This is an optimization exercise on Yosys and OpenROAD, whose aim is small area and few clock cycles, not a production implementation.
Function was checked by simulation only, so behaviour that the tests miss may differ from the original.
The clock port is modelled as an ideal driver; clocking choices that lean on that would not hold on a real chip.

Design bus_bridge_512, start of the top module:
module bus_bridge_512 (
    input clk,
    input rst_n,
    output rsp_empty_n,
    output rsp_full_n,
    input req_write,
    input req_din,
    input rsp_read,
    input [31:0] address,
    input [31:0] size,
    input [511:0] dataout,
    output [511:0] datain,
    output writeReq,
    output [511:0] writeReq_data,
    output [31:0] writeReq_addr,
    input writeAck,
    output readReq,
    output [31:0] readReq_addr,
    input readAck,
    input [511:0] readReq_data
);
    bus_bridge #(
         .DATA_WIDTH ( 512 ),
         .ADDR_WIDTH ( 32 )
    )
    bus_bridge_U (
        .clk (clk),
        .rst_n (rst_n),
        .rsp_empty_n (rsp_empty_n),
        .rsp_full_n (rsp_full_n),
        .req_write (req_write),
        .req_din (req_din),
        .rsp_read (rsp_read),
        .address (address),
        .size (size),
        .dataout (dataout),
        .datain (datain),
        .writeReq (writeReq),
        .writeReq_data (writeReq_data),
        .writeReq_addr (writeReq_addr),
        .writeAck (writeAck),
        .readReq (readReq),
        .readReq_addr (readReq_addr),
        .readAck (readAck),
        .readReq_data (readReq_data)
    );
endmodule
==> flow/config.mk <==
export PLATFORM = sky130hd
export DESIGN_NAME = bus_bridge_512
export DESIGN_NICKNAME = bus_bridge_512
export VERILOG_FILES = /design/flow/design.v
export SDC_FILE = /design/flow/constraint.sdc
export NUM_CORES = 4
export LEC_CHECK = 0
export CAP_MARGIN = 20
export CORE_AREA = 2 2 78 1538
export CTS_BUF_LIST = sky130_fd_sc_hd__clkbuf_2 sky130_fd_sc_hd__clkbuf_4 sky130_fd_sc_hd__clkbuf_8
export DIE_AREA = 0 0 80 1540
export SLEW_MARGIN = 20
export SYNTH_MEMORY_MAX_BITS = 8192
==> flow/constraint.sdc <==
create_clock -name core_clock -period 5.0 [get_ports {clk}]
set_input_delay 1.0000 -clock core_clock [delete_from_list [all_inputs] [get_ports {clk}]]
set_output_delay 1.0000 -clock core_clock [all_outputs]
set_load 0.01 [all_outputs]
standard.sh (not shown) runs the stock make flow with config.mk's settings and CLKGATE_MAP_FILE= SYNTH_SCRIPT=/design/flow/synth_recipe.tcl, a recipe that flattens the netlist after the stock synthesis.
==> flow/flow/run.sh <==
#!/bin/bash
# Standard ORFS layout with these changes after the (unchanged) standard
# synthesis: pins placed by flow/pins.tcl on a tall, narrow die; ports are
# buffered with the smallest buffer; CTS inserts no dummy loads and uses
# small clock buffers.
set -uo pipefail
bash standard.sh synth > synth.log 2>&1 || exit 1
export PRE_IO_PLACEMENT_TCL="$PWD/flow/pins.tcl"
export PRE_CTS_TCL="$PWD/flow/cts_pre.tcl"
export BUFFER_PORTS_ARGS="-buffer_cell sky130_fd_sc_hd__buf_1"
export CTS_ARGS="-sink_clustering_enable -repair_clock_nets -dont_use_dummy_load -sink_clustering_size 12 -sink_clustering_max_diameter 40 -buf_list {sky130_fd_sc_hd__clkbuf_4 sky130_fd_sc_hd__clkbuf_8 sky130_fd_sc_hd__clkbuf_16}"
bash standard.sh finish > layout.log 2>&1 || exit 1
==> flow/flow/cts_pre.tcl <==
set_max_transition 0.100 -clock_path [all_clocks]
==> flow/flow/pins.tcl <==
# Pin placement for a tall, narrow die (sourced just before place_pins).
# Left edge: readReq_data[i] and datain[i] next to each other, so each
# datain register sits between its two pins. Right edge: the pass-through
# pins dataout[i]/writeReq_data[i] and address[i]/writeReq_addr[i]/
# readReq_addr[i] next to each other (place_pins has no cell to pull such
# pins together), with clk and readAck in the middle of the right edge so
# the clock tree and the readAck fan-out start at the centre of the
# registers. Pins are 0.8 x 0.3 um met3 shapes on every second met3 track,
# as place_pins makes them; place_pins places the remaining pins.
set block [ord::get_db_block]
set die [$block getDieArea]
set dbu [$block getDefUnits]
set W [expr {double([$die xMax]) / $dbu}]
set pitch 0.68
set off 0.34
set first 4
proc put_pin {name x y} {
  place_pin -pin_name $name -layer met3 -location [list $x $y] -pin_size {0.8 0.3}
}
set k $first
for {set i 0} {$i < 512} {incr i} {
  put_pin "readReq_data\[$i\]" 0.4 [expr {$off + $pitch * $k}]
  incr k 2
  put_pin "datain\[$i\]" 0.4 [expr {$off + $pitch * $k}]
  incr k 2
}
set right {}
for {set i 0} {$i < 512} {incr i} {
  lappend right "dataout\[$i\]" "writeReq_data\[$i\]"
}
for {set i 0} {$i < 32} {incr i} {
  lappend right "writeReq_addr\[$i\]" "address\[$i\]" "readReq_addr\[$i\]"
}
set k $first
set n 0
foreach p $right {
  if {$n == 512} {
    # skip the middle slots, leaving room for clk and readAck
    put_pin clk [expr {$W - 0.4}] [expr {$off + $pitch * ($k + 2)}]
    put_pin readAck [expr {$W - 0.4}] [expr {$off + $pitch * ($k + 6)}]
    incr k 10
  }
  put_pin $p [expr {$W - 0.4}] [expr {$off + $pitch * $k}]
  incr k 2
  incr n
}
The starting point finished clean.
Testbench counts at the start, summed over its fixed seeds: cycles 17,662.
Change:
==> flow/flow/run.sh (replaced) <==
#!/bin/bash
# Standard ORFS layout with these changes after the (unchanged) standard
# synthesis: pins placed by flow/pins.tcl on a tall, narrow die; ports are
# buffered with the smallest buffer; CTS inserts no dummy loads and uses
# small clock buffers.
set -uo pipefail
bash standard.sh synth > synth.log 2>&1 || exit 1
export PRE_IO_PLACEMENT_TCL="$PWD/flow/pins.tcl"
export BUFFER_PORTS_ARGS="-buffer_cell sky130_fd_sc_hd__buf_1"
export CTS_ARGS="-sink_clustering_enable -repair_clock_nets -dont_use_dummy_load -buf_list {sky130_fd_sc_hd__clkbuf_4 sky130_fd_sc_hd__clkbuf_8 sky130_fd_sc_hd__clkbuf_16}"
bash standard.sh finish > layout.log 2>&1 || exit 1
--- a/flow/flow/pins.tcl
+++ b/flow/flow/pins.tcl
@@ -33,2 +33,4 @@
 }
+# the middle of the left-edge data pins
+set mid [expr {$first + 1024}]
 set k $first
@@ -38,5 +40,5 @@
     # skip the middle slots, leaving room for clk and readAck
-    put_pin clk [expr {$W - 0.4}] [expr {$off + $pitch * ($k + 2)}]
-    put_pin readAck [expr {$W - 0.4}] [expr {$off + $pitch * ($k + 6)}]
-    incr k 10
+    put_pin clk [expr {$W - 0.4}] [expr {$off + $pitch * ($mid - 4)}]
+    put_pin readAck [expr {$W - 0.4}] [expr {$off + $pitch * ($mid + 4)}]
+    set k [expr {$mid + 8}]
   }
removed: flow/flow/cts_pre.tcl
Outcome: With this change the flow aborted during 5_1_grt with GRT-0080; area after synthesis stays the same; synthesized cell count stays the same.
Change:
==> flow/run.sh (new file) <==
#!/bin/bash
# synth_recipe.tcl (not shown) runs the flow's synth.tcl, then flattens the netlist and writes it again
# the make line also repeats each setting of config.mk as NAME=value (left out here)
make -C /OpenROAD-flow-scripts/flow DESIGN_CONFIG=/design/flow/config.mk WORK_HOME=/design/flow/orfs CLKGATE_MAP_FILE= SYNTH_SCRIPT=/design/flow/synth_recipe.tcl finish
Settings changed: CORE_AREA 2 2 78 1538 to 2 2 1498 60, DIE_AREA 0 0 80 1540 to 0 0 1500 62.
removed: flow/flow/run.sh
removed: flow/flow/pins.tcl
removed: flow/standard.sh
The changed run never finished: it broke off in 5_1_grt.
Synthesized area stays the same.
Synthesized cell count stays the same.

-- port drivers added, routing unchanged --
The results above use ideal ports. As a check the final layout listed here was re-extracted and re-timed, cells and wires unchanged. Step 1 (the two cells are an assumption about what drives the block):
set clk [get_ports {clk}]
set_driving_cell -lib_cell sky130_fd_sc_hd__clkbuf_16 $clk
set_driving_cell -lib_cell sky130_fd_sc_hd__buf_2 [delete_from_list [all_inputs] $clk]
Step 2 moves the port delays by t, midway between the first and last clock arrival at a register: inputs arrive t later, outputs are due t later. That takes back most of the time a late clock gives input paths. Slacks: ideal ports / drivers / drivers and shift; pairs: ideal ports / drivers.
run: the first run
shift t [ns]: 0.699
setup slack, ns: 2.349 / 2.323 / 2.294
latest minus earliest clock arrival (ns): 0.083 / 0.083
worst slew at a driven data input, ns: 0.11
pins driven straight from the clock port: 1
After both steps setup and hold are still met in the first run. For the first run, drivers alone change the setup slack by -0.026 ns; drivers and shift together by -0.055 ns.
